This is an optimization exercise on Yosys and OpenROAD, whose aim is small area, not a production implementation.
Where RTL was checked, it was by simulation tests only, not by an equivalence proof against the original.
No functional check of the RTL was part of runs 1, 2 and 6.
No run shown here takes its clock network from TritonCTS; it comes from the design's own scripts or RTL.
The clock input has no modelled driver; a real chip could not lean on it and would need a root buffer or a full tree.
Power figures rest on the tool's default switching activity, not on a simulated workload.

==> flow/design.v <==
module pattern_controller (
    input  wire       clk,
    input  wire       reset_n,
    input  wire [1:0] pattern_type,
    input  wire [2:0] color,
    input  wire [2:0] speed,
    output reg        start,
    output reg  [2:0] img_grb,
    output reg        img_all,
    output reg  [2:0] img_pos
);
    reg [1:0]  type_reg;
    reg [2:0]  color_reg;
    reg [2:0]  speed_reg;
    reg        update;         
    reg [12:0] step_lo;
    reg [4:0]  step_hi;
    reg [1:0]  pos_delta;      
    reg        direction;
    reg        flash_state;
    localparam [12:0] LO_FIRST = 13'h05a3;   
    localparam [12:0] LO_NEXT  = 13'h0b46;   
    localparam [12:0] LO_TERM  = 13'h0dbe;
    function [2:0] color_value;
        input [2:0] sel;
        case (sel)
            3'd0: color_value = 3'b010;
            3'd1: color_value = 3'b100;
            3'd2: color_value = 3'b001;
            3'd3: color_value = 3'b110;
            3'd4: color_value = 3'b101;
            3'd5: color_value = 3'b011;
            3'd6: color_value = 3'b111;
            default: color_value = 3'b000;
        endcase
    endfunction
    wire changed = (pattern_type != type_reg) || (color != color_reg) || (speed != speed_reg);
    wire lo_end  = (step_lo == LO_TERM);
    wire expire  = !update && lo_end && (step_hi == 5'd25);
    wire [2:0] cv = color_value(color_reg);
    wire [2:0] led_position = img_pos + {pos_delta[1], pos_delta};
    always @(posedge clk or negedge reset_n) begin
        if (!reset_n) begin
            type_reg <= 2'b00;
            color_reg <= 3'b000;
            speed_reg <= 3'b000;
            start <= 1'b0;
            update <= 1'b0;
            step_lo <= 13'h0;
            step_hi <= 5'h0;
            pos_delta <= 2'b00;
            direction <= 0;
            flash_state <= 0;
            img_grb <= 3'b000;
            img_all <= 1'b1;
            img_pos <= 3'd0;
        end else begin
            start <= update | expire;
            update <= !update && changed;
            type_reg <= pattern_type;
            color_reg <= color;
            speed_reg <= speed;
            if (update | expire) begin
                step_lo <= LO_FIRST;
                step_hi <= {1'b0, speed_reg, 1'b0};
            end else if (lo_end) begin
                step_lo <= LO_NEXT;
                step_hi <= step_hi - 1'b1;
            end else begin
                step_lo <= {step_lo[11:0], step_lo[12] ^ step_lo[9]};
            end
            if (update) begin
                img_grb <= cv;
                case (type_reg)
                    2'b00: img_all <= 1'b1;
                    2'b01, 2'b10: begin
                        img_all <= 1'b0;
                        img_pos <= 3'd0;
                        pos_delta <= 2'b00;
                        direction <= 1'b0;
                    end
                    2'b11: begin
                        img_all <= 1'b1;
                        flash_state <= 1'b1;
                    end
                endcase
            end else if (expire) begin
                case (type_reg)
                    2'b01: begin
                        img_grb <= cv;
                        img_all <= 1'b0;
                        img_pos <= led_position;
                        pos_delta <= 2'b01;
                    end
                    2'b10: begin
                        img_grb <= cv;
                        img_all <= 1'b0;
                        img_pos <= led_position;
                        if (direction == 1'b0) begin
                            pos_delta <= 2'b01;
                            if (led_position >= 3'd6) direction <= 1'b1;
                        end else begin
                            pos_delta <= 2'b11;
                            if (led_position <= 3'd1) direction <= 1'b0;
                        end
                    end
                    2'b11: begin
                        flash_state <= ~flash_state;
                        img_grb <= flash_state ? cv : 3'b000;
                        img_all <= 1'b1;
                    end
                    default: ;
                endcase
            end
        end
    end
endmodule
module ws2812_driver (
    input  wire       clk,
    input  wire       reset_n,
    input  wire       start,
    input  wire [2:0] img_grb,
    input  wire       img_all,
    input  wire [2:0] img_pos,
    output reg        led_data
);
    reg [6:0] cnt;
    reg [3:0] sr;
    reg [2:0] bit_cnt;
    reg [2:0] led_idx;    
    localparam [6:0] HIGH0 = 7'b0011100;   
    localparam [6:0] HIGH1 = 7'b0111100;   
    localparam [6:0] LOW0  = 7'b1100001;   
    localparam [6:0] LOW1  = 7'b0010110;   
    localparam [6:0] GAP0  = 7'b0100111;   
    localparam [6:0] GAPN  = 7'b1110000;   
    localparam [6:0] TERM  = 7'b0110100;
    wire term     = (cnt == TERM);
    wire led_done = (sr[2:0] == 3'b000);
    wire blk_zero = (bit_cnt == 3'd0) && (led_idx == 3'd0);
    wire [2:0] word = (img_all || img_pos == led_idx) ? img_grb : 3'b000;
    always @(posedge clk or negedge reset_n) begin
        if (!reset_n) begin
            cnt <= TERM;
            sr <= 4'b0000;
            bit_cnt <= 3'd0;
            led_idx <= 3'd0;
            led_data <= 1'b0;
        end else if (!term) begin
            cnt <= {cnt[5:0], cnt[6] ^ cnt[5]};
        end else if (led_data) begin
            led_data <= 1'b0;
            cnt <= sr[3] ? LOW1 : LOW0;
            bit_cnt <= bit_cnt + 1'b1;
            if (bit_cnt == 3'd7)
                sr <= {sr[2:0], 1'b0};
        end else if (!led_done) begin
            led_data <= 1'b1;
            cnt <= sr[3] ? HIGH1 : HIGH0;
        end else if (sr[3]) begin
            if (led_idx != 3'd0) begin
                sr <= {word, 1'b1};
                led_idx <= led_idx + 1'b1;
            end else begin
                sr <= 4'b0000;
                bit_cnt <= bit_cnt + 1'b1;
                cnt <= GAP0;
            end
        end else if (!blk_zero) begin
            bit_cnt <= bit_cnt + 1'b1;
            if (bit_cnt == 3'd7)
                led_idx <= led_idx + 1'b1;
            cnt <= (bit_cnt == 3'd7 && led_idx == 3'd7) ? TERM : GAPN;
        end else if (start) begin
            sr <= {word, 1'b1};
            led_idx <= led_idx + 1'b1;
        end
    end
endmodule
module top_led_controller #(
    parameter NUM_LED = 8
)(
    input  wire clk,
    input  wire reset_n,
    input  wire [1:0] pattern_type,
    input  wire [2:0] color,
    input  wire [2:0] speed,
    output wire led_data
);
    wire       start;
    wire [2:0] img_grb;
    wire       img_all;
    wire [2:0] img_pos;
    pattern_controller u_pattern_controller (
        .clk(clk), .reset_n(reset_n),
        .pattern_type(pattern_type), .color(color), .speed(speed),
        .start(start), .img_grb(img_grb), .img_all(img_all), .img_pos(img_pos)
    );
    ws2812_driver u_ws2812_driver (
        .clk(clk), .reset_n(reset_n), .start(start),
        .img_grb(img_grb), .img_all(img_all), .img_pos(img_pos),
        .led_data(led_data)
    );
endmodule
==> flow/flow/run.sh <==
#!/bin/bash
# Own layout flow:
#  1. the standard synthesis (bash standard.sh synth), unchanged;
#  2. its combinational logic re-mapped by ABC for area, flip-flop cells and
#     their names untouched; a candidate is used only if a SAT proof shows its
#     logic between flip-flops and ports equals the standard synthesis's;
#  3. the standard layout steps with single-drive port buffers and a clock
#     tree of small buffers without dummy loads.
# Each tool's output goes to a log_*.txt file in the work folder.
set -uo pipefail
W=$(pwd)
F=$W/flow
R=$W/orfs/results/$FLOW_PLATFORM/top_led_controller/base
L=$W/orfs/logs/$FLOW_PLATFORM/top_led_controller/base
LIB=$FLOW_HOME/platforms/$FLOW_PLATFORM/lib/sky130_fd_sc_hd__tt_025C_1v80.lib

bash standard.sh synth > $W/log_synth.txt 2>&1 || exit 1
cp $R/1_2_yosys.v $W/std_synth.v

python3 $F/splitlib.py $LIB $W/comb.lib $W/seq.lib > $W/log_splitlib.txt 2>&1 || exit 1
DU=$(grep -o -- "-dont_use [A-Za-z0-9_]*" $L/1_2_yosys.log | sort -u | tr '\n' ' ')
python3 $F/cutff.py $W/seq.lib $W/std_synth.v $W/eq_gold.v gold 2> $W/log_cut_gold.txt

cand() {
    local s=$1 n
    n=$(basename $s .script)
    yosys -p "read_liberty -lib $W/seq.lib; read_liberty $W/comb.lib; read_verilog $W/std_synth.v; hierarchy -top $FLOW_TOP; flatten; opt_clean; abc -script $s -liberty $LIB $DU; opt_clean -purge; hilomap -singleton -hicell sky130_fd_sc_hd__conb_1 HI -locell sky130_fd_sc_hd__conb_1 LO; splitnets; opt_clean -purge; rename -enumerate; tee -o $W/${n}.stat stat -liberty $LIB; write_verilog -noattr -nohex -nodec $W/${n}.v" > $W/log_${n}.txt 2>&1 || return
    python3 $F/cutff.py $W/seq.lib $W/${n}.v $W/eq_${n}.v gate 2> $W/log_cut_${n}.txt || return
    yosys -p "read_liberty $W/comb.lib; read_verilog $W/eq_gold.v $W/eq_${n}.v; hierarchy -check; flatten gold gate; miter -equiv -flatten -make_outputs gold gate miter; hierarchy -top miter; sat -verify -prove trigger 0 miter" > $W/log_eq_${n}.txt 2>&1 || return
    echo "$n $(grep -o "Chip area for module .*: [0-9.]*" $W/${n}.stat | grep -o "[0-9.]*$")" > $W/ok_${n}.txt
}
for s in $F/abc_*.script; do
    cand $s &
done
wait
cat $W/ok_*.txt > $W/log_candidates.txt 2>/dev/null
best=$(sort -k2 -g $W/log_candidates.txt | head -1 | cut -d' ' -f1)
echo "chosen: ${best:-standard}" >> $W/log_candidates.txt
if [ -n "$best" ]; then
    cp $W/${best}.v $R/1_2_yosys.v
    rm -f $R/1_synth.odb $R/1_synth.sdc
fi

PORTBUF="BUFFER_PORTS_ARGS=-buffer_cell sky130_fd_sc_hd__buf_1"
bash standard.sh "$PORTBUF" place > $W/log_place.txt 2>&1 || exit 1

# Clock tree: a few clock buffers straight from the clock port, one per group
# of nearby flip-flops; the first configuration (smallest area first) whose
# estimated clock-pin slew stays under 0.1 ns is used, else TritonCTS.
for cfg in "3 sky130_fd_sc_hd__clkbuf_8" "4 sky130_fd_sc_hd__clkbuf_8" "2 sky130_fd_sc_hd__clkbuf_16" "3 sky130_fd_sc_hd__clkbuf_16"; do
    set -- $cfg
    if LIB=$LIB PLATFORM_DIR=$FLOW_HOME/platforms/$FLOW_PLATFORM IN_ODB=$R/3_place.odb IN_SDC=$R/3_place.sdc \
       NBUF=$1 BUFCELL=$2 MAX_SLEW=0.1 OUT_ODB=$R/4_1_cts.odb OUT_SDC=$W/cts_out.sdc \
       openroad -no_init -exit $F/mcts.tcl > $W/log_cts_$1_$2.txt 2>&1; then
        cp $R/4_1_cts.odb $R/4_cts.odb
        cp $W/cts_out.sdc $R/4_cts.sdc
        echo "clock tree: $cfg" > $W/log_cts_chosen.txt
        break
    fi
    rm -f $R/4_1_cts.odb
done

bash standard.sh "$PORTBUF" \
    CTS_ARGS="-sink_clustering_enable -repair_clock_nets -dont_use_dummy_load -buf_list sky130_fd_sc_hd__clkbuf_4 -sink_clustering_size 30 -sink_clustering_max_diameter 400" \
    finish > $W/log_layout.txt 2>&1 || exit 1
==> flow/flow/abc_c2amap.script <==
strash
&get -n
&fraig -x
&put
scorr
dc2
balance -l
resub -K 6 -l
rewrite -l
resub -K 6 -N 2 -l
refactor -l
resub -K 8 -l
balance -l
resub -K 8 -N 2 -l
rewrite -l
resub -K 10 -l
rewrite -z -l
resub -K 10 -N 2 -l
balance -l
resub -K 12 -l
refactor -z -l
resub -K 12 -N 2 -l
rewrite -z -l
balance -l
balance -l
resub -K 6 -l
rewrite -l
resub -K 6 -N 2 -l
refactor -l
resub -K 8 -l
balance -l
resub -K 8 -N 2 -l
rewrite -l
resub -K 10 -l
rewrite -z -l
resub -K 10 -N 2 -l
balance -l
resub -K 12 -l
refactor -z -l
resub -K 12 -N 2 -l
rewrite -z -l
balance -l
dch -f
amap
==> flow/flow/abc_c2nf.script <==
strash
&get -n
&fraig -x
&put
scorr
dc2
balance -l
resub -K 6 -l
rewrite -l
resub -K 6 -N 2 -l
refactor -l
resub -K 8 -l
balance -l
resub -K 8 -N 2 -l
rewrite -l
resub -K 10 -l
rewrite -z -l
resub -K 10 -N 2 -l
balance -l
resub -K 12 -l
refactor -z -l
resub -K 12 -N 2 -l
rewrite -z -l
balance -l
balance -l
resub -K 6 -l
rewrite -l
resub -K 6 -N 2 -l
refactor -l
resub -K 8 -l
balance -l
resub -K 8 -N 2 -l
rewrite -l
resub -K 10 -l
rewrite -z -l
resub -K 10 -N 2 -l
balance -l
resub -K 12 -l
refactor -z -l
resub -K 12 -N 2 -l
rewrite -z -l
balance -l
&get -n
&dch -f
&nf -R 1000
&put
==> flow/flow/abc_ds1_nf.script <==
strash
&get -n
&fraig -x
&put
scorr
dc2
&get -n
&deepsyn -T 120 -S 1
&put
&get -n
&dch -f
&nf -R 1000
&put
==> flow/flow/abc_ds2_nf.script <==
strash
&get -n
&fraig -x
&put
scorr
dc2
&get -n
&deepsyn -T 120 -S 2
&put
&get -n
&dch -f
&nf -R 1000
&put
==> flow/flow/abc_ds3_nf.script <==
strash
&get -n
&fraig -x
&put
scorr
dc2
&get -n
&deepsyn -T 120 -S 3
&put
&get -n
&dch -f
&nf -R 1000
&put
==> flow/flow/abc_ds4_nf.script <==
strash
&get -n
&fraig -x
&put
scorr
dc2
&get -n
&deepsyn -T 120 -S 4
&put
&get -n
&dch -f
&nf -R 1000
&put
==> flow/flow/abc_ds5_amap.script <==
strash
&get -n
&fraig -x
&put
scorr
dc2
&get -n
&deepsyn -T 120 -S 5
&put
dch -f
amap
==> flow/flow/abc_ds6_amap.script <==
strash
&get -n
&fraig -x
&put
scorr
dc2
&get -n
&deepsyn -T 120 -S 6
&put
dch -f
amap
==> flow/flow/cutff.py <==
#!/usr/bin/env python3
# Make a combinational model of a gate netlist: every flip-flop instance (cell
# type given by the seq liberty) is removed; its output nets become inputs
# ff_q_<i>, its input pins become outputs ff_<pin>_<i>, numbered by instance name.
import sys, re
seqlib, src, dst, modname = sys.argv[1:5]
seqcells = set(re.findall(r'\n\s*cell\s*\(\s*"?(\w+)"?\s*\)', open(seqlib).read()))
t = open(src).read()
m = re.search(r'module\s+(\S+)\s*\((.*?)\);(.*)endmodule', t, re.S)
ports, body = m.group(2), m.group(3)
ident = r'(?:\\\S+\s|[A-Za-z_][\w$]*)'
inst_re = re.compile(r'(\b[A-Za-z_]\w*)\s+(' + ident + r')\s*\((\s*\..*?)\);', re.S)
ffs = []
def repl(mm):
    if mm.group(1) in seqcells:
        pins = dict((p, n.strip()) for p, n in re.findall(r'\.(\w+)\s*\((.*?)\)\s*(?:,|$)', mm.group(3), re.S))
        ffs.append((mm.group(2).strip(), pins))
        return ''
    return mm.group(0)
body2 = inst_re.sub(repl, body)
ffs.sort()
extra_ports, decls, assigns = [], [], []
def esc(n):
    # an escaped identifier ends at white space
    return n + ' ' if n.startswith('\\') else n
for i, (name, pins) in enumerate(ffs):
    for p, n in sorted(pins.items()):
        n = esc(n)
        if p in ('Q', 'Q_N'):
            if n:
                pn = f'ff_{p}_{i}'
                extra_ports.append(pn); decls.append(f'  input {pn};')
                assigns.append(f'  assign {n} = {pn};')
        elif p in ('CLK', 'CLK_N'):
            continue
        else:
            pn = f'ff_{p}_{i}'
            extra_ports.append(pn); decls.append(f'  output {pn};')
            assigns.append(f'  assign {pn} = {n};')
out = f'module {modname}({ports}, {", ".join(extra_ports)});\n' + '\n'.join(decls) + '\n' + body2 + '\n'.join(assigns) + '\nendmodule\n'
open(dst, 'w').write(out)
print(len(ffs), 'flops cut', file=sys.stderr)
==> flow/flow/mcts.tcl <==
# Manual clock tree: the flip-flops' clock pins are split into NBUF groups by
# position (k-means on x, y); each group gets one clock buffer at its centre,
# driven straight from the clock port.
read_liberty $::env(LIB)
read_db $::env(IN_ODB)
read_sdc $::env(IN_SDC)
source $::env(PLATFORM_DIR)/setRC.tcl
set nbuf $::env(NBUF)
set bufcell $::env(BUFCELL)
set block [ord::get_db_block]
set db [ord::get_db]
set clkname [get_name [lindex [get_property [lindex [all_clocks] 0] sources] 0]]
set clknet [$block findNet $clkname]
set sinks {}
foreach it [$clknet getITerms] {
  set inst [$it getInst]
  set bb [$inst getBBox]
  lappend sinks [list $it [expr {([$bb xMin] + [$bb xMax]) / 2.0}] [expr {([$bb yMin] + [$bb yMax]) / 2.0}]]
}
set n [llength $sinks]
# k-means, seeded by sorting on x
set sorted [lsort -real -index 1 $sinks]
set cent {}
for {set k 0} {$k < $nbuf} {incr k} {
  set s [lindex $sorted [expr {int(($k + 0.5) * $n / $nbuf)}]]
  lappend cent [list [lindex $s 1] [lindex $s 2]]
}
for {set iter 0} {$iter < 50} {incr iter} {
  set groups {}
  for {set k 0} {$k < $nbuf} {incr k} { lappend groups {} }
  foreach s $sinks {
    set best 0; set bd 1e30
    for {set k 0} {$k < $nbuf} {incr k} {
      set c [lindex $cent $k]
      set d [expr {abs([lindex $s 1] - [lindex $c 0]) + abs([lindex $s 2] - [lindex $c 1])}]
      if {$d < $bd} { set bd $d; set best $k }
    }
    lset groups $best [concat [lindex $groups $best] [list $s]]
  }
  set cent {}
  foreach g $groups {
    set sx 0; set sy 0; set m [llength $g]
    if {$m == 0} { lappend cent [list 0 0]; continue }
    foreach s $g { set sx [expr {$sx + [lindex $s 1]}]; set sy [expr {$sy + [lindex $s 2]}] }
    lappend cent [list [expr {$sx / $m}] [expr {$sy / $m}]]
  }
}
set master [$db findMaster $bufcell]
for {set k 0} {$k < $nbuf} {incr k} {
  set g [lindex $groups $k]
  if {[llength $g] == 0} continue
  set inst [odb::dbInst_create $block $master "clkbuf_leaf_$k"]
  set c [lindex $cent $k]
  $inst setLocation [expr {int([lindex $c 0])}] [expr {int([lindex $c 1])}]
  $inst setPlacementStatus PLACED
  set net [odb::dbNet_create $block "clknet_leaf_$k"]
  $net setSigType CLOCK
  foreach s $g {
    set it [lindex $s 0]
    $it disconnect
    $it connect $net
  }
  [$inst findITerm A] connect $clknet
  [$inst findITerm X] connect $net
  puts "clock buffer $k: [llength $g] sinks"
}
set_propagated_clock [all_clocks]
detailed_placement
check_placement -verbose
estimate_parasitics -placement
set worst 0
foreach p [get_pins -hierarchical */CLK] {
  set s [get_property $p slew_max]
  if {$s > $worst} {set worst $s}
}
puts "worst flip-flop clock pin slew: $worst ns (limit $::env(MAX_SLEW))"
report_clock_skew
if {$worst > $::env(MAX_SLEW)} {
  puts "too slow, not written"
  exit 1
}
write_db $::env(OUT_ODB)
write_sdc -no_timestamp $::env(OUT_SDC)
==> flow/flow/splitlib.py <==
#!/usr/bin/env python3
# Split a liberty file into combinational cells and the rest (sequential cells).
import sys, re
src, comb_out, seq_out = sys.argv[1:4]
t = open(src).read()
# find top-level cell groups by brace matching
cells = []
i = 0
for m in re.finditer(r'\n\s*cell\s*\(', t):
    start = m.start()
    if cells and start < cells[-1][1]:
        continue
    j = t.index('{', m.end())
    depth = 0
    k = j
    while True:
        if t[k] == '{': depth += 1
        elif t[k] == '}':
            depth -= 1
            if depth == 0: break
        k += 1
    cells.append((start, k + 1))
head = t[:cells[0][0]]
tail = t[cells[-1][1]:]
comb, seq = [], []
for s, e in cells:
    body = t[s:e]
    if re.search(r'\b(ff|latch|statetable)\s*\(', body) or 'three_state' in body:
        seq.append(body)
    else:
        comb.append(body)
open(comb_out, 'w').write(head + ''.join(comb) + tail)
open(seq_out, 'w').write(head + ''.join(seq) + tail)
print(len(comb), 'comb', len(seq), 'seq')
==> flow/standard.sh <==
#!/bin/bash
# synth_recipe.tcl (not shown) runs the flow's synth.tcl, then flattens the netlist and writes it again
# the make line also repeats each setting of config.mk as NAME=value (left out here)
make -C /OpenROAD-flow-scripts/flow DESIGN_CONFIG=/design/flow/config.mk WORK_HOME=/design/flow/orfs CLKGATE_MAP_FILE= SYNTH_SCRIPT=/design/flow/synth_recipe.tcl "${@:-finish}"
==> flow/config.mk <==
export PLATFORM = sky130hd
export DESIGN_NAME = top_led_controller
export DESIGN_NICKNAME = top_led_controller
export VERILOG_FILES = /design/flow/design.v
export SDC_FILE = /design/flow/constraint.sdc
export NUM_CORES = 4
export LEC_CHECK = 0
export CAP_MARGIN = 20
export CORE_MARGIN = 2
export CORE_UTILIZATION = 40
export PLACE_DENSITY = 0.6
export SLEW_MARGIN = 20
==> flow/constraint.sdc <==
create_clock -name core_clock -period 10.0 [get_ports {clk}]
set_input_delay 2.0000 -clock core_clock [delete_from_list [all_inputs] [get_ports {clk}]]
set_output_delay 2.0000 -clock core_clock [all_outputs]
set_load 0.01 [all_outputs]
==> flow_summary.json, run 1 <==
{
  "largest_reg_flops": 13,
  "p_int_mw": 0.325,
  "worstPathRequired_ns": 8.00,
  "drv_slew": 0,
  "routed_wirelength_um": 3850,
  "cp_slowest_cell": "dfrtp_1",
  "grt_antenna_before_repair": 0,
  "ys_warn_count": 2,
  "max_slew_margin_pct": 52.9,
  "core_area_um2": 5850,
  "antenna_cells": 0,
  "status": "no timing/DRC/antenna violations",
  "hold_depth": 1,
  "post-route-util_pct": 44.7,
  "powerDensity_nw_per_um2": 160,
  "rows": 28,
  "syn_inst": 218,
  "skew_ns": 0.0306,
  "dr_total_vias": 1580,
  "grt_max_degree": 58,
  "vdd_ir_drop_max_uv": 146,
  "drc": 0,
  "fin_crit_ns": 2.78,
  "crit_path_start_kind": "register",
  "clkLatencyLatePin_ns": 0.15,
  "swShare_pct": 22.2,
  "synthesis.area_um2": 2390,
  "dp.cells": 305,
  "placed_area_um2": 2540,
  "grtUsageTotal_pct": 12.8,
  "gp_congestion": 0.767,
  "hold_viol": 0,
  "pin_count": 11,
  "final_common_cell": "dfrtp_1",
  "cp.arrival_ns": 0.78,
  "die_width_um": 81.4,
  "cp_top_family": "flip-flops",
  "largest-register": "u_pattern_controller.step_lo",
  "synth_nets": 228,
  "dieArea_um2": 6620,
  "fin_nets": 245,
  "worstPathCellList": "buf_1",
  "max_freq_mhz": 359,
  "crit_type": "reg -> out",
  "post-place-ws_ns": 7.19,
  "drtPass1Iterations": 4,
  "reg_top3": "u_pattern_controller.step_lo: 13 flops, u_ws2812_driver.cnt: 7 flops, u_pattern_controller.step_hi: 5 flops",
  "grt_overflow": 0,
  "cap_violations": 0,
  "path_buf_inv": 1,
  "first_global_vias": 1568,
  "p_switching_mw": 0.0926,
  "worst_slew_pin_slew_ns": 0.707,
  "fill_cells": 566,
  "drive_above_1_share_pct": 4.29,
  "min_period_over_period_pct": 27.8,
  "port_buffers": 10,
  "setup_viol": 0,
  "rsz0062_at_grt": "no",
  "pwr-share-clk_pct": 26.1,
  "setup_slack_ns": 7.22,
  "fp.dieH_um": 81.4,
  "rr_worst_depth": 10,
  "cp_slowest_stage_delay_ns": 0.47,
  "dp_hpwl_um": 2800,
  "vias_per_cell": 5.13,
  "dr.first_iter.drc_count": 74,
  "finalInstanceArea_um2": 2620,
  "p_leak_nw": 1.15,
  "start_util_pct": 40.9,
  "avgSynthCellArea_um2": 11.0,
  "cp_max_fo": 8,
  "final_cells": 308,
  "drtAntennaViolNets": 0,
  "critPathCaptureType": "output pin",
  "syn_to_final_growth_pct": 9.30,
  "clkTransAtPathRegs_ns": 0.05,
  "setup-tns-final_ns": 0,
  "share_comb_of_total_power_pct": 10.6,
  "final_cell_mix": "53 x dfrtp_1, 21 x nor2_1, 17 x nand2_1",
  "cp.depth": 1,
  "seqPwrFrac_pct": 63.3,
  "grt_pass1_wl_um": 6980,
  "wl_per_cell_um": 12.5,
  "hp-class": "reg -> reg"
}
## layer usage
layer | vias to the layer above | routed length, um | global-route usage [%]
met5 | - | 0 | 0
met4 | 0 | 53 | 1.69
met3 | 6 | 158 | 1.11
met2 | 27 | 1810 | 22.8
met1 | 767 | 1830 | 17.4
li1 | 780 | - | -
## power by group through the flow
stage	registers, mW	logic, mW	clock network (mW)
finish	0.264	0.0443	0.109
global route	0.267	0.0520	0.121
detailed placement	0.269	0.0456	0
global placement	0.269	0.0443	0
floorplan	0.265	0.0316	0
## worst paths after layout
path / from / end / slack (ns)
worst min register to register: u_ws2812_driver.cnt[4] / u_ws2812_driver.cnt[5] / 0.46
worst min-delay path: u_ws2812_driver.cnt[4] / u_ws2812_driver.cnt[5] / 0.46
max in group asynchronous: reset_n / u_ws2812_driver.cnt[3] / 7.52
min in group asynchronous: reset_n / u_pattern_controller.step_lo[4] / 1.95
worst max-delay path: u_ws2812_driver.led_data / led_data / 7.22
worst max register to register: u_ws2812_driver.cnt[5] / u_ws2812_driver.cnt[2] / 7.25
## cell type report
class	instances	area, um^2	share of cell area, %
repair buffers	12	53.8	2.06
plain buffers	3	75.1	2.87
well taps	75	93.8	3.59
flip-flops and latches	57	1430	54.7
multi-input cells	149	917	35.1
inverters	12	45.0	1.72
## stage by stage
stage / total power [mW] / hold slack (ns)
global route: 0.440 / 0.470
detailed placement: 0.315 / 0.444
finish: 0.418 / 0.458
global placement: 0.313 / 0.442
floorplan: 0.297 / 0.424
==> inputs of run 2 (changes only) <==
--- a/flow/flow/run.sh
+++ b/flow/flow/run.sh
@@ -47,9 +47,9 @@
 # Clock tree: a few clock buffers straight from the clock port, one per group
 # of nearby flip-flops; the first configuration (smallest area first) whose
-# estimated clock-pin slew stays under 0.1 ns is used, else TritonCTS.
-for cfg in "3 sky130_fd_sc_hd__clkbuf_8" "4 sky130_fd_sc_hd__clkbuf_8" "2 sky130_fd_sc_hd__clkbuf_16" "3 sky130_fd_sc_hd__clkbuf_16"; do
+# estimated clock-pin slew stays under 0.115 ns is used, else TritonCTS.
+for cfg in "3 sky130_fd_sc_hd__clkbuf_8" "4 sky130_fd_sc_hd__clkbuf_8" "3 sky130_fd_sc_hd__clkbuf_16"; do
     set -- $cfg
     if LIB=$LIB PLATFORM_DIR=$FLOW_HOME/platforms/$FLOW_PLATFORM IN_ODB=$R/3_place.odb IN_SDC=$R/3_place.sdc \
-       NBUF=$1 BUFCELL=$2 MAX_SLEW=0.1 OUT_ODB=$R/4_1_cts.odb OUT_SDC=$W/cts_out.sdc \
+       NBUF=$1 BUFCELL=$2 MAX_SLEW=0.115 OUT_ODB=$R/4_1_cts.odb OUT_SDC=$W/cts_out.sdc \
        openroad -no_init -exit $F/mcts.tcl > $W/log_cts_$1_$2.txt 2>&1; then
         cp $R/4_1_cts.odb $R/4_cts.odb
--- a/flow/flow/mcts.tcl
+++ b/flow/flow/mcts.tcl
@@ -1,4 +1,4 @@
 # Manual clock tree: the flip-flops' clock pins are split into NBUF groups by
-# position (k-means on x, y); each group gets one clock buffer at its centre,
+# position (balanced k-means on x, y); each group gets one clock buffer at its centre,
 # driven straight from the clock port.
 read_liberty $::env(LIB)
@@ -26,15 +26,32 @@
   lappend cent [list [lindex $s 1] [lindex $s 2]]
 }
+# balanced k-means: each group takes at most ceil(n / nbuf) sinks
+set cap [expr {($n + $nbuf - 1) / $nbuf}]
 for {set iter 0} {$iter < 50} {incr iter} {
+  set pairs {}
+  set i 0
+  foreach s $sinks {
+    for {set k 0} {$k < $nbuf} {incr k} {
+      set c [lindex $cent $k]
+      lappend pairs [list $i $k [expr {abs([lindex $s 1] - [lindex $c 0]) + abs([lindex $s 2] - [lindex $c 1])}]]
+    }
+    incr i
+  }
+  set pairs [lsort -real -index 2 $pairs]
+  set owner [lrepeat $n -1]
+  set fill [lrepeat $nbuf 0]
+  foreach p $pairs {
+    lassign $p i k d
+    if {[lindex $owner $i] >= 0 || [lindex $fill $k] >= $cap} continue
+    lset owner $i $k
+    lset fill $k [expr {[lindex $fill $k] + 1}]
+  }
   set groups {}
   for {set k 0} {$k < $nbuf} {incr k} { lappend groups {} }
+  set i 0
   foreach s $sinks {
-    set best 0; set bd 1e30
-    for {set k 0} {$k < $nbuf} {incr k} {
-      set c [lindex $cent $k]
-      set d [expr {abs([lindex $s 1] - [lindex $c 0]) + abs([lindex $s 2] - [lindex $c 1])}]
-      if {$d < $bd} { set bd $d; set best $k }
-    }
-    lset groups $best [concat [lindex $groups $best] [list $s]]
+    set k [lindex $owner $i]
+    lset groups $k [concat [lindex $groups $k] [list $s]]
+    incr i
   }
   set cent {}
--- a/flow/config.mk
+++ b/flow/config.mk
@@ -8,5 +8,5 @@
 export CAP_MARGIN = 20
 export CORE_MARGIN = 2
-export CORE_UTILIZATION = 40
-export PLACE_DENSITY = 0.6
+export CORE_UTILIZATION = 70
+export PLACE_DENSITY = 0.85
 export SLEW_MARGIN = 20
==> flow_summary.json, run 2 <==
{
  "vias_per_cell": 5.57,
  "syn_to_final_growth_pct": 6.12,
  "ys_warn_count": 2,
  "dr.first_iter.drc_count": 97,
  "cap_violations": 0,
  "avgSynthCellArea_um2": 9.49,
  "grt_max_degree": 58,
  "p_leak_nw": 1.08,
  "multiInputGateArea_um2": 776,
  "hold_viol": 0,
  "worstPathRequired_ns": 10.11,
  "dieArea_um2": 3870,
  "crit_path_start_kind": "register",
  "fp.dieH_um": 62.2,
  "clkTransAtPathRegs_ns": 0.11,
  "syn_inst": 250,
  "grt_pass1_wl_um": 7420,
  "gp_congestion": 0.874,
  "pin_count": 11,
  "final_cell_mix": "53 x dfrtp_1, 46 x nor2_1, 44 x clkinv_1",
  "largest_reg_flops": 13,
  "grt_antenna_before_repair": 0,
  "setup_viol": 0,
  "synthesis.area_um2": 2370,
  "seqCellArea_um2": 1430,
  "grtUsageTotal_pct": 22.8,
  "vdd_ir_drop_max_uv": 144,
  "antenna_cells": 0,
  "rows": 21,
  "rsz0062_at_grt": "no",
  "drive_above_1_share_pct": 3.41,
  "wl_per_cell_um": 12.5,
  "reg_top3": "u_pattern_controller.step_lo: 13 flops, u_ws2812_driver.cnt: 7 flops, u_pattern_controller.step_hi: 5 flops",
  "cp.arrival_ns": 3.52,
  "clkLatencyLatePin_ns": 0.16,
  "port_buffers": 10,
  "fin_crit_ns": 3.41,
  "synth_nets": 260,
  "core_area_um2": 3280,
  "max_slew_margin_pct": 55.1,
  "min_period_over_period_pct": 34.1,
  "status": "no timing/DRC/antenna violations",
  "drtPass1Iterations": 4,
  "critPathCaptureType": "register",
  "fin_nets": 276,
  "worst_slew_pin_slew_ns": 0.673,
  "max_freq_mhz": 293,
  "cp_max_fo": 6,
  "start_util_pct": 72.2,
  "largest-register": "u_pattern_controller.step_lo",
  "grt_overflow": 0,
  "whs_ns": 0.471,
  "hp-class": "reg -> reg",
  "fill_cells": 257,
  "drtAntennaViolNets": 0,
  "drc": 0,
  "drv_slew": 0,
  "die_width_um": 62.2,
  "routed_wirelength_um": 3860,
  "final_common_cell": "dfrtp_1",
  "skew_ns": 0.00753,
  "dp_hpwl_um": 2940,
  "powerDensity_nw_per_um2": 149,
  "setup-tns-final_ns": 0,
  "dr_total_vias": 1726,
  "first_global_vias": 1750,
  "crit_type": "reg -> reg"
}
run 2: metrics by stage:
step | util (%) | instance area (um^2) | power [mW] | setup WS, ns | cells
2_1_floorplan | - | 2370 | 0.284 | 6.88 | 250
3_3_place_gp | 75.4 | 2480 | 0.297 | 6.72 | 307
3_5_place_dp | 75.4 | 2480 | 0.299 | 6.67 | 307
5_1_grt | 76.6 | 2520 | 0.395 | 6.08 | 310
6_report | 76.6 | 2520 | 0.376 | 6.59 | 310
run 2: final timing paths:
path | depth (start not counted) | to | slack, ns | from
min reg2reg | 1 | u_ws2812_driver.cnt[5] | 0.47 | u_ws2812_driver.cnt[4]
min in group asynchronous | 2 | u_pattern_controller.step_lo[8] | 1.94 | reset_n
min | 1 | u_ws2812_driver.cnt[5] | 0.47 | u_ws2812_driver.cnt[4]
max | 17 | u_pattern_controller.direction | 6.59 | u_pattern_controller.step_lo[1]
max in group asynchronous | 2 | u_pattern_controller.type_reg[1] | 7.61 | reset_n
max reg2reg | 17 | u_pattern_controller.direction | 6.59 | u_pattern_controller.step_lo[1]
run 2: metal layers:
| layer | track usage (%) | vias to the layer above | share of wire [%] |
|---|---|---|---|
| met3 | 0.906 | 4 | 2.5 |
| met5 | 0 | - | 0 |
| li1 | - | 876 | - |
| met4 | 4.17 | 0 | 0.91 |
| met2 | 41.6 | 32 | 50 |
| met1 | 31.3 | 814 | 47 |
run 2: layout make-up:
class / instances / share of cell area (%)
Inverter: 44 / 6.56
Sequential cell: 57 / 56.9
Tap cell: 46 / 2.29
Multi-Input combinational cell: 149 / 30.8
Buffer: 3 / 1.64
Timing Repair Buffer: 11 / 1.84
run 2: critical path, stage by stage (launching register included):
cell,delay [ns]
dfrtp_1,0.34
clkinv_1,0.08
nor3_1,0.19
nand4_1,0.11
nor4_1,0.40
clkinv_1,0.28
nor4_1,0.37
nand3_1,0.17
clkinv_1,0.12
nand2_1,0.08
nor2_1,0.18
clkinv_1,0.13
a32oi_1,0.19
nand2_1,0.07
o21ai_0,0.11
clkinv_1,0.12
o31ai_1,0.25
o31a_1,0.16
run 2: where the power goes:
part	switching [mW]	total [mW]	internal (mW)	leakage [nW]
clock network	0.0538	0.0818	0.0280	0.0216
logic	0.0243	0.0382	0.0139	0.347
registers	0.00894	0.256	0.247	0.714
==> inputs of run 3 (changes only) <==
--- a/flow/design.v
+++ b/flow/design.v
@@ -53,5 +53,5 @@
             flash_state <= 0;
             img_grb <= 3'b000;
-            img_all <= 1'b1;
+            img_all <= 1'b0;
             img_pos <= 3'd0;
         end else begin
==> flow_summary.json, run 3 <==
{
  "cp.arrival_ns": 3.08,
  "grt_antenna_before_repair": 0,
  "grt_max_degree": 58,
  "crit_type": "reg -> reg",
  "syn_inst": 218,
  "port_buffers": 10,
  "drtPass1Iterations": 4,
  "largest_reg_flops": 13,
  "largest-register": "u_pattern_controller.step_lo",
  "hold_path_end": "u_pattern_controller.step_lo[7]",
  "hold_viol": 0,
  "r2r_setup_slack_ns": 7.02,
  "post-place-ws_ns": 7.16,
  "grt_pass1_wl_um": 7120,
  "setup-tns-final_ns": 0,
  "drtAntennaViolNets": 0,
  "multiInputGateArea_um2": 920,
  "fin_nets": 245,
  "first_global_vias": 1577,
  "vdd_ir_drop_max_uv": 120,
  "synthesis.area_um2": 2390,
  "wl_met3_um": 120,
  "antenna_cells": 0,
  "grtUsageTotal_pct": 22.0,
  "rr_worst_depth": 10,
  "drv_slew": 0,
  "reg_top3": "u_pattern_controller.step_lo: 13 flops, u_ws2812_driver.cnt: 7 flops, u_pattern_controller.step_hi: 5 flops",
  "whs_ns": 0.457,
  "start_util_pct": 72.3,
  "routed_wirelength_um": 3980,
  "startpoint": "u_ws2812_driver.cnt[5]",
  "r2r_end": "u_ws2812_driver.cnt[2]",
  "final_cell_mix": "54 x dfrtp_1, 21 x nor2_1, 17 x nand2_1",
  "drive_above_1_share_pct": 4.29,
  "vias_per_cell": 5.65,
  "r2r-start": "u_ws2812_driver.cnt[5]",
  "rows": 21,
  "avgSynthCellArea_um2": 11.0,
  "fp.dieH_um": 62.5,
  "wl_met1_um": 1800,
  "hold_depth": 1,
  "cp_slowest_stage_delay_ns": 0.59,
  "drc": 0,
  "max_slew_margin_pct": 54.2,
  "cp_max_fo": 4,
  "worstPathCellList": "nand4bb_1, nor4b_1, o21ai_0, a31oi_1, nand2_1, a21oi_1, and2_0, a31oi_1, nor2_1, or2_0",
  "worst_slew_pin_slew_ns": 0.677,
  "final_common_cell": "dfrtp_1",
  "top_layer": "met4",
  "synth_nets": 228,
  "fin_crit_ns": 2.98,
  "die_width_um": 62.5,
  "powerDensity_nw_per_um2": 156,
  "max_freq_mhz": 335,
  "critPathCaptureType": "register",
  "clkLatencyLatePin_ns": 0.15,
  "wl_met2_um": 1990,
  "wl_per_cell_um": 14.3,
  "skew_ns": 0.0112,
  "dr_total_vias": 1575,
  "worst_hold_startpoint": "u_pattern_controller.step_lo[6]",
  "crit_path_start_kind": "register",
  "crit_top_cell": "a31oi_1",
  "cap_violations": 0,
  "setup_viol": 0,
  "cp_slowest_cell": "nor4b_1",
  "status": "no timing/DRC/antenna violations",
  "grt_overflow": 0,
  "dieArea_um2": 3900,
  "dr.first_iter.drc_count": 96,
  "hp-class": "reg -> reg",
  "clkTransAtPathRegs_ns": 0.09,
  "seqCellArea_um2": 1430,
  "syn_to_final_growth_pct": 6.75,
  "core_area_um2": 3310,
  "worstPathRequired_ns": 10.09,
  "gp_congestion": 0.840,
  "dp_hpwl_um": 2900,
  "pin_count": 11,
  "rsz0062_at_grt": "no",
  "fill_cells": 229,
  "setup_slack_ns": 7.02,
  "min_period_over_period_pct": 29.8,
  "ys_warn_count": 2,
  "p_leak_nw": 1.14
}
==> run 3: area by class of cell <==
| type | instances | area share [%] |
|---|---|---|
| Buffer | 4 | 2.16 |
| Timing Repair Buffer | 11 | 1.81 |
| Sequential cell | 57 | 56.0 |
| Multi-Input combinational cell | 149 | 36.0 |
| Tap cell | 46 | 2.25 |
| Inverter | 12 | 1.76 |
==> run 3: metrics by stage <==
| stage | instance area (um^2) | power (mW) | std cells | util, % |
|---|---|---|---|---|
| 3_5_place_dp | 2500 | 0.314 | 275 | 75.4 |
| 3_3_place_gp | 2500 | 0.309 | 275 | 75.4 |
| 2_1_floorplan | 2390 | 0.296 | 218 | - |
| 6_report | 2550 | 0.399 | 279 | 77.1 |
| 5_1_grt | 2550 | 0.419 | 279 | 77.1 |
==> run 3: metal layers <==
metal | up-vias | track usage (%)
li1 | 774 | -
met4 | 0 | 3.06
met3 | 9 | 1.80
met1 | 767 | 30.9
met5 | - | 0
met2 | 25 | 38.8
==> run 3: report_power, final <==
part           switching [mW]  total, mW  internal (mW)  leakage (nW)
sequential             0.0148      0.265          0.250         0.716
combinational          0.0255     0.0451         0.0195         0.398
clock                  0.0525     0.0893         0.0368        0.0288
==> run 3: worst max-delay path: cells and delay by family, from the launching register on <==
kind,cells,cell delay (ns)
and+or+nand+nor,6,1.35
AOI/OAI and AO/OA,4,1.03
DFF,1,0.55
==> run 3: worst max-delay path by stage <==
stage / endpoint / slack [ns] / depth (start not counted)
global placement: u_pattern_controller.update / 7.26 / 4
global route: u_ws2812_driver.cnt[2] / 6.66 / 10
floorplan: u_pattern_controller.update / 7.38 / 3
finish: u_ws2812_driver.cnt[2] / 7.02 / 10
detailed placement: u_pattern_controller.update / 7.16 / 4
==> inputs of run 4 (changes only) <==
--- a/flow/design.v
+++ b/flow/design.v
@@ -14,4 +14,5 @@
     reg [2:0]  speed_reg;
     reg        update;         
+    reg        running;        
     reg [12:0] step_lo;
     reg [4:0]  step_hi;
@@ -37,7 +38,15 @@
     wire changed = (pattern_type != type_reg) || (color != color_reg) || (speed != speed_reg);
     wire lo_end  = (step_lo == LO_TERM);
-    wire expire  = !update && lo_end && (step_hi == 5'd25);
+    wire expire  = running && !update && lo_end && (step_hi == 5'd25);
     wire [2:0] cv = color_value(color_reg);
     wire [2:0] led_position = img_pos + {pos_delta[1], pos_delta};
+    always @(posedge clk) begin
+        if (update | expire)
+            step_lo <= LO_FIRST;
+        else if (lo_end)
+            step_lo <= LO_NEXT;
+        else
+            step_lo <= {step_lo[11:0], step_lo[12] ^ step_lo[9]};
+    end
     always @(posedge clk or negedge reset_n) begin
         if (!reset_n) begin
@@ -47,5 +56,5 @@
             start <= 1'b0;
             update <= 1'b0;
-            step_lo <= 13'h0;
+            running <= 1'b0;
             step_hi <= 5'h0;
             pos_delta <= 2'b00;
@@ -61,13 +70,10 @@
             color_reg <= color;
             speed_reg <= speed;
-            if (update | expire) begin
-                step_lo <= LO_FIRST;
+            if (update)
+                running <= 1'b1;
+            if (update | expire)
                 step_hi <= {1'b0, speed_reg, 1'b0};
-            end else if (lo_end) begin
-                step_lo <= LO_NEXT;
+            else if (lo_end)
                 step_hi <= step_hi - 1'b1;
-            end else begin
-                step_lo <= {step_lo[11:0], step_lo[12] ^ step_lo[9]};
-            end
             if (update) begin
                 img_grb <= cv;
==> flow_summary.json, run 4 <==
{
  "min_period_over_period_pct": 32.5,
  "fin_crit_ns": 3.25,
  "rsz0062_at_grt": "no",
  "skew_ns": 0.0124,
  "grt_antenna_before_repair": 0,
  "port_buffers": 10,
  "drv_slew": 0,
  "crit_top_cell": "nand3_1",
  "hold_viol": 0,
  "syn_inst": 217,
  "fin_nets": 242,
  "largest_reg_flops": 13,
  "seqPwrFrac_pct": 69.1,
  "first_global_vias": 1521,
  "avgSynthCellArea_um2": 10.7,
  "largest-register": "u_pattern_controller.step_lo",
  "grtUsageTotal_pct": 22.3,
  "drc": 0,
  "grt_max_degree": 46,
  "worst_slew_pin_slew_ns": 0.941,
  "fp.dieH_um": 61.6,
  "p_int_mw": 0.312,
  "die_width_um": 61.6,
  "ys_warn_count": 2,
  "drtPass1Iterations": 4,
  "wl_per_cell_um": 14.0,
  "cp_slowest_cell": "or2_0",
  "antenna_cells": 0,
  "crit_path_start_kind": "register",
  "vdd_ir_drop_max_uv": 145,
  "synth_nets": 227,
  "dr_total_vias": 1573,
  "reg_top3": "u_pattern_controller.step_lo: 13 flops, u_ws2812_driver.cnt: 7 flops, u_pattern_controller.step_hi: 5 flops",
  "finalInstanceArea_um2": 2460,
  "final_cell_mix": "42 x dfrtp_1, 19 x nor2_1, 19 x nand2_1",
  "share_comb_of_total_power_pct": 10.5,
  "cp_max_fo": 16,
  "cp_slowest_stage_delay_ns": 0.69,
  "dr.first_iter.drc_count": 123,
  "start_util_pct": 74.8,
  "max_freq_mhz": 308,
  "crit_type": "reg -> reg",
  "rows": 20,
  "grt_pass1_wl_um": 6510,
  "power_mw": 0.409,
  "p_switching_mw": 0.0968,
  "powerDensity_nw_per_um2": 166,
  "cp.arrival_ns": 3.32,
  "gp_congestion": 0.800,
  "clkTransAtPathRegs_ns": 0.11,
  "pwr-share-clk_pct": 20.3,
  "worstPathCellList": "and3b_1, nand4b_1, nor2b_1, or2_0, clkinv_1, and2_0, nand2b_1, nand3_1, nand2_1, nor2_1, nand3_1, a22oi_1",
  "routed_wirelength_um": 3840,
  "core_area_um2": 3100,
  "p_leak_nw": 1.04,
  "cap_violations": 0,
  "placed_area_um2": 2410,
  "drive_above_1_share_pct": 3.04,
  "syn_to_final_growth_pct": 5.82,
  "max_slew_margin_pct": 37.3,
  "hp-class": "reg -> reg",
  "pin_count": 11,
  "synthesis.area_um2": 2320,
  "critPathCaptureType": "register",
  "worstPathRequired_ns": 10.07,
  "fill_cells": 221,
  "drtAntennaViolNets": 0,
  "grt_overflow": 0,
  "final_common_cell": "dfrtp_1",
  "vias_per_cell": 5.74,
  "status": "no timing/DRC/antenna violations",
  "setup-tns-final_ns": 0,
  "dp_hpwl_um": 2880,
  "rr_worst_depth": 12,
  "clkLatencyLatePin_ns": 0.17,
  "setup_viol": 0,
  "hold_depth": 1,
  "swShare_pct": 23.7,
  "dieArea_um2": 3790
}
## run 4: final cells by class
cell class              instances  area (um^2)  area share, %
flip-flops and latches         58         1390           56.6
plain buffers                   3         41.3           1.68
repair buffers                 10         38.8           1.58
well taps                      44         55.1           2.24
inverters                      11         41.3           1.68
multi-input cells             148          890           36.2
## run 4: routing by layer
| layer | vias to the layer above | track usage (%) | part of all wire, % |
|---|---|---|---|
| met5 | - | 0 | 0 |
| met4 | 0 | 2.13 | 0.91 |
| met3 | 3 | 1.26 | 2.3 |
| met2 | 21 | 40.0 | 52 |
| met1 | 773 | 31.3 | 45 |
| li1 | 776 | - | - |
## run 4: power by group through the flow
stage / clock, mW / combinational (mW) / sequential, mW
final: 0.0830 / 0.0431 / 0.283
after global routing: 0.0912 / 0.0494 / 0.286
after detailed placement: 0 / 0.0439 / 0.287
after global placement: 0 / 0.0402 / 0.286
after floorplan: 0 / 0.0322 / 0.281
## run 4: stage by stage
stage          utilization [%]  hold slack, ns  worst slack, ns  std cells
6_report                  79.2           0.441             6.75        274
5_1_grt                   79.2           0.467             6.42        274
3_5_place_dp              77.8           0.438             6.81        271
3_3_place_gp              77.8           0.406             7.10        271
2_1_floorplan                -           0.401             7.39        217
## run 4: path summary, 6_finish.rpt
| check | start | end | slack [ns] |
|---|---|---|---|
| hold / removal | u_pattern_controller.step_lo[0] | u_pattern_controller.step_lo[1] | 0.44 |
| setup reg to reg | u_pattern_controller.step_lo[0] | u_pattern_controller.direction | 6.75 |
| min in group asynchronous | reset_n | u_ws2812_driver.cnt[6] | 1.96 |
| setup / recovery | u_pattern_controller.step_lo[0] | u_pattern_controller.direction | 6.75 |
| hold reg to reg | u_pattern_controller.step_lo[0] | u_pattern_controller.step_lo[1] | 0.44 |
| max in group asynchronous | reset_n | u_pattern_controller.color_reg[0] | 7.44 |
## run 4: critical path, delay by kind of cell, from the launching register on
family | cells | cell delay (ns)
AND/OR/NAND/NOR | 10 | 2.29
buffers and inverters | 1 | 0.32
AO/OA/AOI/OAI | 1 | 0.22
flip-flops | 1 | 0.33
==> inputs of run 5 (changes only) <==
--- a/flow/flow/run.sh
+++ b/flow/flow/run.sh
@@ -3,6 +3,8 @@
 #  1. the standard synthesis (bash standard.sh synth), unchanged;
 #  2. its combinational logic re-mapped by ABC for area, flip-flop cells and
-#     their names untouched; a candidate is used only if a SAT proof shows its
-#     logic between flip-flops and ports equals the standard synthesis's;
+#     their names untouched: several ABC scripts (deep synthesis with fixed
+#     seeds and stop rules) are tried, and the smallest result is used whose
+#     logic between flip-flops and ports a SAT proof shows equal to the
+#     standard synthesis's;
 #  3. the standard layout steps with single-drive port buffers and a clock
 #     tree of small buffers without dummy loads.
@@ -30,8 +32,7 @@
     echo "$n $(grep -o "Chip area for module .*: [0-9.]*" $W/${n}.stat | grep -o "[0-9.]*$")" > $W/ok_${n}.txt
 }
-for s in $F/abc_*.script; do
-    cand $s &
-done
-wait
+export -f cand
+export W F LIB DU FLOW_TOP
+ls $F/abc_*.script | xargs -P ${NUM_CORES:-4} -I{} bash -c 'cand {}'
 cat $W/ok_*.txt > $W/log_candidates.txt 2>/dev/null
 best=$(sort -k2 -g $W/log_candidates.txt | head -1 | cut -d' ' -f1)
==> flow/flow/abc_ds1_amap.script (new file) <==
strash
&get -n
&fraig -x
&put
scorr
dc2
&get -n
&deepsyn -J 300 -T 400 -S 1
&put
dch -f
amap
==> flow/flow/abc_ds1_nf.script (replaced) <==
strash
&get -n
&fraig -x
&put
scorr
dc2
&get -n
&deepsyn -J 300 -T 400 -S 1
&put
&get -n
&dch -f
&nf -R 1000
&put
==> flow/flow/abc_ds2_amap.script (new file) <==
strash
&get -n
&fraig -x
&put
scorr
dc2
&get -n
&deepsyn -J 300 -T 400 -S 2
&put
dch -f
amap
==> flow/flow/abc_ds2_nf.script (replaced) <==
strash
&get -n
&fraig -x
&put
scorr
dc2
&get -n
&deepsyn -J 300 -T 400 -S 2
&put
&get -n
&dch -f
&nf -R 1000
&put
==> flow/flow/abc_ds3_amap.script (new file) <==
strash
&get -n
&fraig -x
&put
scorr
dc2
&get -n
&deepsyn -J 300 -T 400 -S 3
&put
dch -f
amap
==> flow/flow/abc_ds3_nf.script (replaced) <==
strash
&get -n
&fraig -x
&put
scorr
dc2
&get -n
&deepsyn -J 300 -T 400 -S 3
&put
&get -n
&dch -f
&nf -R 1000
&put
==> flow/flow/abc_ds4_amap.script (new file) <==
strash
&get -n
&fraig -x
&put
scorr
dc2
&get -n
&deepsyn -J 300 -T 400 -S 4
&put
dch -f
amap
==> flow/flow/abc_ds4_nf.script (replaced) <==
strash
&get -n
&fraig -x
&put
scorr
dc2
&get -n
&deepsyn -J 300 -T 400 -S 4
&put
&get -n
&dch -f
&nf -R 1000
&put
==> flow/flow/abc_ds5_amap.script (replaced) <==
strash
&get -n
&fraig -x
&put
scorr
dc2
&get -n
&deepsyn -J 300 -T 400 -S 5
&put
dch -f
amap
==> flow/flow/abc_ds5_nf.script (new file) <==
strash
&get -n
&fraig -x
&put
scorr
dc2
&get -n
&deepsyn -J 300 -T 400 -S 5
&put
&get -n
&dch -f
&nf -R 1000
&put
==> flow/flow/abc_ds6_amap.script (replaced) <==
strash
&get -n
&fraig -x
&put
scorr
dc2
&get -n
&deepsyn -J 300 -T 400 -S 6
&put
dch -f
amap
==> flow/flow/abc_ds6_nf.script (new file) <==
strash
&get -n
&fraig -x
&put
scorr
dc2
&get -n
&deepsyn -J 300 -T 400 -S 6
&put
&get -n
&dch -f
&nf -R 1000
&put
==> flow/flow/abc_ds7_amap.script (new file) <==
strash
&get -n
&fraig -x
&put
scorr
dc2
&get -n
&deepsyn -J 300 -T 400 -S 7
&put
dch -f
amap
==> flow/flow/abc_ds7_nf.script (new file) <==
strash
&get -n
&fraig -x
&put
scorr
dc2
&get -n
&deepsyn -J 300 -T 400 -S 7
&put
&get -n
&dch -f
&nf -R 1000
&put
==> flow/flow/abc_ds8_amap.script (new file) <==
strash
&get -n
&fraig -x
&put
scorr
dc2
&get -n
&deepsyn -J 300 -T 400 -S 8
&put
dch -f
amap
==> flow/flow/abc_ds8_nf.script (new file) <==
strash
&get -n
&fraig -x
&put
scorr
dc2
&get -n
&deepsyn -J 300 -T 400 -S 8
&put
&get -n
&dch -f
&nf -R 1000
&put
==> flow_summary.json, run 5 <==
{
  "status": "no timing/DRC/antenna violations",
  "drc": 0,
  "cp_top_family": "simple AND/OR/NAND/NOR gates",
  "hp-class": "reg -> reg",
  "placed_area_um2": 2410,
  "antenna_cells": 0,
  "dieArea_um2": 3790,
  "pin_count": 11,
  "dp_hpwl_um": 2920,
  "min_period_over_period_pct": 32.8,
  "setup-tns-final_ns": 0,
  "powerDensity_nw_per_um2": 155,
  "avgSynthCellArea_um2": 10.7,
  "share_comb_of_total_power_pct": 9.6,
  "rsz0062_at_grt": "no",
  "fin_nets": 242,
  "critPathCaptureType": "register",
  "worstPathRequired_ns": 10.09,
  "core_area_um2": 3100,
  "syn_inst": 217,
  "worst_slew_pin_slew_ns": 0.940,
  "worstPathCellList": "and4b_1, nand4_1, or4_1, nor4_1, o21ai_0, a21oi_1, and2_0, xor2_1, and2_0, nand3_1, a22oi_1",
  "cap_violations": 0,
  "drtAntennaViolNets": 0,
  "drive_above_1_share_pct": 3.04,
  "cp.arrival_ns": 3.37,
  "final_common_cell": "dfrtp_1",
  "wl_per_cell_um": 14.6,
  "rr_worst_depth": 11,
  "synthesis.area_um2": 2320,
  "start_util_pct": 74.8,
  "hold_depth": 1,
  "crit_type": "reg -> reg",
  "cp.depth": 11,
  "crit_path_start_kind": "register",
  "largest_reg_flops": 13,
  "grt_antenna_before_repair": 0,
  "p_leak_nw": 1.06,
  "skew_ns": 0.00861,
  "swShare_pct": 22.8,
  "grt_max_degree": 46,
  "setup_viol": 0,
  "ys_warn_count": 2,
  "fp.dieH_um": 61.6,
  "drv_slew": 0,
  "r2r_setup_slack_ns": 6.72,
  "seqCellArea_um2": 1390,
  "multiInputGateArea_um2": 897,
  "first_global_vias": 1574,
  "rows": 20,
  "dr_total_vias": 1582,
  "dr.first_iter.drc_count": 62,
  "grt_overflow": 0,
  "reg_top3": "u_pattern_controller.step_lo: 13 flops, u_ws2812_driver.cnt: 7 flops, u_pattern_controller.step_hi: 5 flops",
  "grt_pass1_wl_um": 6730,
  "gp_congestion": 0.863,
  "largest-register": "u_pattern_controller.step_lo",
  "syn_to_final_growth_pct": 5.82,
  "vias_per_cell": 5.77,
  "hold_viol": 0,
  "p_switching_mw": 0.0865,
  "fin_crit_ns": 3.28,
  "port_buffers": 10,
  "seqPwrFrac_pct": 69.2,
  "max_slew_margin_pct": 37.3,
  "clkLatencyLatePin_ns": 0.16,
  "cp_slowest_cell": "nor4_1",
  "routed_wirelength_um": 3990,
  "final_cell_mix": "42 x dfrtp_1, 21 x nand2_1, 18 x nor2_1",
  "p_int_mw": 0.294,
  "finalInstanceArea_um2": 2460,
  "cp_max_fo": 6,
  "fill_cells": 217,
  "pwr-share-clk_pct": 21.2,
  "die_width_um": 61.6,
  "vdd_ir_drop_max_uv": 138,
  "clkTransAtPathRegs_ns": 0.11,
  "cp_slowest_stage_delay_ns": 0.55,
  "drtPass1Iterations": 4,
  "synth_nets": 227,
  "max_freq_mhz": 305,
  "path_buf_inv": 0,
  "crit_top_cell": "and2_0",
  "grtUsageTotal_pct": 23.3
}
-- run 5: cell type report --
type	instances	area share, %
Multi-Input combinational cell	150	36.5
Tap cell	44	2.24
Sequential cell	58	56.6
Inverter	9	1.38
Buffer	3	1.68
Timing Repair Buffer	10	1.58
-- run 5: worst paths after layout --
check | from | end
worst max-delay path | u_pattern_controller.step_lo[0] | u_pattern_controller.direction
worst min-delay path | u_ws2812_driver.cnt[0] | u_ws2812_driver.cnt[1]
worst max register to register | u_pattern_controller.step_lo[0] | u_pattern_controller.direction
worst min register to register | u_ws2812_driver.cnt[0] | u_ws2812_driver.cnt[1]
max in group asynchronous | reset_n | u_pattern_controller.color_reg[0]
min in group asynchronous | reset_n | u_ws2812_driver.led_idx[0]
-- run 5: worst register-to-register path, delay by kind of cell (launching register included) --
kind | cells | cell delay [ns]
flops | 1 | 0.32
simple gates | 7 | 1.93
compound gates | 3 | 0.78
xor+xnor | 1 | 0.19
-- run 5: through the flow --
stage                     cells  power, mW  utilization (%)  setup slack (ns)  hold slack (ns)
after global placement      271      0.301             77.8              7.10            0.419
after global routing        274      0.398             79.2              6.30            0.476
after floorplan             217      0.289                -              7.29            0.403
after detailed placement    271      0.304             77.8              6.85            0.432
final                       274      0.380             79.2              6.72            0.452
-- run 5: per-layer routing --
| metal | vias up | part of all wire (%) | global-route usage [%] |
|---|---|---|---|
| li1 | 779 | - | - |
| met1 | 766 | 42 | 29.2 |
| met2 | 30 | 53 | 43.9 |
| met3 | 7 | 2.6 | 1.68 |
| met4 | 0 | 1.7 | 5.17 |
| met5 | - | 0 | 0 |
-- run 5: power by group through the flow --
stage / Sequential [mW] / Clock (mW) / Combinational (mW)
after floorplan: 0.264 / 0 / 0.0247
after global placement: 0.267 / 0 / 0.0340
after detailed placement: 0.267 / 0 / 0.0364
after global routing: 0.265 / 0.0906 / 0.0419
final: 0.263 / 0.0808 / 0.0363
==> inputs of run 6 (changes only) <==
--- a/flow/design.v
+++ b/flow/design.v
@@ -135,10 +135,10 @@
     reg [2:0] bit_cnt;
     reg [2:0] led_idx;    
-    localparam [6:0] HIGH0 = 7'b0011100;   
-    localparam [6:0] HIGH1 = 7'b0111100;   
-    localparam [6:0] LOW0  = 7'b1100001;   
+    localparam [6:0] HIGH0 = 7'b1001001;   
+    localparam [6:0] HIGH1 = 7'b1110111;   
+    localparam [6:0] LOW0  = 7'b1010100;   
     localparam [6:0] LOW1  = 7'b0010110;   
-    localparam [6:0] GAP0  = 7'b0100111;   
-    localparam [6:0] GAPN  = 7'b1110000;   
+    localparam [6:0] GAP0  = 7'b1110110;   
+    localparam [6:0] GAPN  = 7'b1000000;   
     localparam [6:0] TERM  = 7'b0110100;
     wire term     = (cnt == TERM);
@@ -146,39 +146,53 @@
     wire blk_zero = (bit_cnt == 3'd0) && (led_idx == 3'd0);
     wire [2:0] word = (img_all || img_pos == led_idx) ? img_grb : 3'b000;
+    wire idle = (sr == 4'b0000) && blk_zero;
+    always @(posedge clk) begin
+        if (idle ? start : term) begin
+            if (idle | !led_data & led_done & sr[3] & (led_idx != 3'd0))
+                cnt <= TERM;
+            else if (led_data)
+                cnt <= sr[3] ? LOW1 : LOW0;
+            else if (!led_done)
+                cnt <= sr[3] ? HIGH1 : HIGH0;
+            else if (sr[3])
+                cnt <= GAP0;
+            else
+                cnt <= GAPN;
+        end else begin
+            cnt <= {cnt[5:0], cnt[6] ^ cnt[0]};
+        end
+    end
     always @(posedge clk or negedge reset_n) begin
         if (!reset_n) begin
-            cnt <= TERM;
             sr <= 4'b0000;
             bit_cnt <= 3'd0;
             led_idx <= 3'd0;
             led_data <= 1'b0;
-        end else if (!term) begin
-            cnt <= {cnt[5:0], cnt[6] ^ cnt[5]};
-        end else if (led_data) begin
-            led_data <= 1'b0;
-            cnt <= sr[3] ? LOW1 : LOW0;
-            bit_cnt <= bit_cnt + 1'b1;
-            if (bit_cnt == 3'd7)
-                sr <= {sr[2:0], 1'b0};
-        end else if (!led_done) begin
-            led_data <= 1'b1;
-            cnt <= sr[3] ? HIGH1 : HIGH0;
-        end else if (sr[3]) begin
-            if (led_idx != 3'd0) begin
+        end else if (idle) begin
+            if (start) begin
                 sr <= {word, 1'b1};
                 led_idx <= led_idx + 1'b1;
+            end
+        end else if (term) begin
+            if (led_data) begin
+                led_data <= 1'b0;
+                bit_cnt <= bit_cnt + 1'b1;
+                if (bit_cnt == 3'd7)
+                    sr <= {sr[2:0], 1'b0};
+            end else if (!led_done) begin
+                led_data <= 1'b1;
+            end else if (sr[3]) begin
+                if (led_idx != 3'd0) begin
+                    sr <= {word, 1'b1};
+                    led_idx <= led_idx + 1'b1;
+                end else begin
+                    sr <= 4'b0000;
+                    bit_cnt <= bit_cnt + 1'b1;
+                end
             end else begin
-                sr <= 4'b0000;
                 bit_cnt <= bit_cnt + 1'b1;
-                cnt <= GAP0;
+                if (bit_cnt == 3'd7)
+                    led_idx <= led_idx + 1'b1;
             end
-        end else if (!blk_zero) begin
-            bit_cnt <= bit_cnt + 1'b1;
-            if (bit_cnt == 3'd7)
-                led_idx <= led_idx + 1'b1;
-            cnt <= (bit_cnt == 3'd7 && led_idx == 3'd7) ? TERM : GAPN;
-        end else if (start) begin
-            sr <= {word, 1'b1};
-            led_idx <= led_idx + 1'b1;
         end
     end
==> flow_summary.json, run 6 <==
{
  "dr.first_iter.drc_count": 139,
  "drtAntennaViolNets": 0,
  "wl_per_cell_um": 14.3,
  "dp_hpwl_um": 3300,
  "avgSynthCellArea_um2": 9.11,
  "syn_to_final_growth_pct": 6.41,
  "met1_usage_pct": 32.9,
  "vdd_ir_drop_max_uv": 148,
  "crit_type": "reg -> reg",
  "dieArea_um2": 3790,
  "max_slew_margin_pct": 38.1,
  "ys_warn_count": 2,
  "seqPwrFrac_pct": 61.6,
  "clkTransAtPathRegs_ns": 0.09,
  "min_period_over_period_pct": 30.5,
  "fp.dieH_um": 61.6,
  "synth_nets": 265,
  "cp_max_fo": 6,
  "vias_per_cell": 5.77,
  "use_met2_pct": 48.9,
  "final_cell_mix": "44 x clkinv_1, 40 x nor2_1, 38 x dfrtp_1",
  "setup-tns-final_ns": 0,
  "cp.arrival_ns": 3.12,
  "dr_total_vias": 1807,
  "hold_path_end": "u_pattern_controller.step_lo[3]",
  "reg_top3": "u_pattern_controller.step_lo: 13 flops, u_ws2812_driver.cnt: 7 flops, u_pattern_controller.step_hi: 5 flops",
  "grt_overflow": 0,
  "fin_crit_ns": 3.05,
  "setup_viol": 0,
  "synthesis.area_um2": 2320,
  "final_cells": 313,
  "r2r_end": "u_pattern_controller.img_grb[2]",
  "dp.cells": 309,
  "worst_slew_pin_slew_ns": 0.928,
  "grt_pass1_wl_um": 7440,
  "gp_congestion": 0.802,
  "port_buffers": 10,
  "grt_max_degree": 39,
  "pin_count": 11,
  "rr_worst_depth": 10,
  "r2r_setup_slack_ns": 6.95,
  "p_switching_mw": 0.144,
  "start_util_pct": 74.8,
  "rows": 20,
  "first_global_vias": 1746,
  "final_common_cell": "clkinv_1",
  "swShare_pct": 29.0,
  "use_met3_pct": 1.89,
  "p_leak_nw": 0.994,
  "cap_violations": 0,
  "worst_hold_startpoint": "u_pattern_controller.step_lo[2]",
  "hp-class": "reg -> reg",
  "skew_ns": 0.00936,
  "status": "no timing/DRC/antenna violations",
  "crit_path_start_kind": "register",
  "drv_slew": 0,
  "worstPathRequired_ns": 10.06,
  "antenna_cells": 0,
  "largest-register": "u_pattern_controller.step_lo",
  "gr-max-usage-layer": "met2",
  "grtUsageTotal_pct": 26.0,
  "largest_reg_flops": 13,
  "hold_depth": 2,
  "pwr-share-clk_pct": 19.0,
  "rsz0062_at_grt": "no",
  "clkLatencyLatePin_ns": 0.15,
  "p_int_mw": 0.353,
  "critPathCaptureType": "register",
  "grt_antenna_before_repair": 0,
  "share_comb_of_total_power_pct": 19.4,
  "hold_viol": 0,
  "drive_above_1_share_pct": 1.86,
  "drtPass1Iterations": 4,
  "routed_wirelength_um": 4460,
  "syn_inst": 255,
  "r2r-start": "u_pattern_controller.step_lo[1]",
  "max_freq_mhz": 328,
  "core_area_um2": 3100,
  "die_width_um": 61.6,
  "drc": 0,
  "fin_nets": 281,
  "powerDensity_nw_per_um2": 201
}
==> run 6: cell types whose count changed in the layout (fill, tap and decap cells not counted), sizes merged, moves of 4 or more <==
cell,delta
nor2,+22
a21oi,+5
o22ai,+10
and2,-12
xnor2,-12
dfxtp,+7
clkinv,+35
xor2,-12
dfrtp,-4
nand3,-5
==> run 6: area by class of cell <==
type,instances,area [um^2]
flip-flops and latches,58,1350
multi-input cells,153,806
fillers,223,632
inverters,44,165
plain buffers,4,55.1
well taps,44,55.1
repair buffers,10,38.8
==> run 6: worst max-delay path by stage <==
| stage | from | end | cells after the start |
|---|---|---|---|
| 2_1_floorplan | speed[2] | u_pattern_controller.update | 4 |
| 3_3_place_gp | speed[2] | u_pattern_controller.update | 5 |
| 3_5_place_dp | speed[2] | u_pattern_controller.update | 5 |
| 5_1_grt | u_pattern_controller.step_lo[1] | u_pattern_controller.img_grb[2] | 10 |
| 6_report | u_pattern_controller.step_lo[1] | u_pattern_controller.img_grb[2] | 10 |
==> run 6: stage by stage <==
| step | setup WS (ns) | cell area, um^2 | power, mW | utilization (%) | hold slack (ns) |
|---|---|---|---|---|---|
| 2_1_floorplan | 7.25 | 2320 | 0.375 | - | 0.403 |
| 3_3_place_gp | 7.07 | 2420 | 0.400 | 77.9 | 0.410 |
| 3_5_place_dp | 7.03 | 2420 | 0.407 | 77.9 | 0.410 |
| 5_1_grt | 6.50 | 2470 | 0.523 | 79.6 | 0.430 |
| 6_report | 6.95 | 2470 | 0.497 | 79.6 | 0.428 |
==> run 6: critical path, stage by stage (launching register included) <==
cell	delay [ns]
dfxtp_1	0.33
clkinv_1	0.08
nor3_1	0.19
nand4_1	0.13
nor4_1	0.45
clkinv_1	0.30
nor3_1	0.30
clkinv_1	0.16
o21ai_0	0.51
o21ai_0	0.28
o22ai_1	0.24
==> run 6: per-layer routing <==
metal	wire [um]	part of all wire (%)	vias to the layer above
met3	123	2.8	10
met5	0	0	-
li1	-	-	907
met2	2310	52	35
met4	80	1.8	0
met1	1940	44	855
==> run 6: power by group through the flow <==
stage               Clock [mW]  Sequential [mW]  Combinational (mW)
global route             0.102            0.313               0.108
floorplan                    0            0.304              0.0712
detailed placement           0            0.311              0.0958
finish                  0.0942            0.306              0.0964
global placement             0            0.309              0.0905

## afterwards: timing with drivers on the ports
The results above use ideal ports. As a check the final layouts listed here were re-extracted and re-timed, cells and wires unchanged.
Step 1 sets driving cells, clkbuf_16 on the clock port and buf_2 on the other inputs (assumed; they add their load-dependent delay and slew).
Step 2 also shifts input and output timing later by t, the mid clock arrival at the registers, as if the neighbouring blocks saw the same clock.
Slacks: no drivers / after step 1 / after step 2; pairs: no drivers / after step 1.
run	t, ns	slack for setup (ns)	worst hold slack (ns)	slew at the worst register clock pin (ns)
run 1	0.195	7.215 / 7.157 / 7.190	0.458 / 0.458 / 0.458	0.09 / 0.09
run 2	0.203	6.589 / 6.589 / 6.589	0.471 / 0.471 / 0.471	0.11 / 0.11
run 3	0.193	7.016 / 7.017 / 7.017	0.457 / 0.457 / 0.457	0.09 / 0.09
run 4	0.206	6.754 / 6.754 / 6.754	0.441 / 0.441 / 0.441	0.11 / 0.11
run 5	0.206	6.723 / 6.723 / 6.723	0.452 / 0.452 / 0.452	0.11 / 0.11
run 6	0.198	6.948 / 6.948 / 6.948	0.428 / 0.428 / 0.428	0.09 / 0.09
After both steps setup and hold are still met in every run listed. For run 1, which loses most, drivers alone change the setup slack by -0.058 ns; drivers and shift together by -0.025 ns.
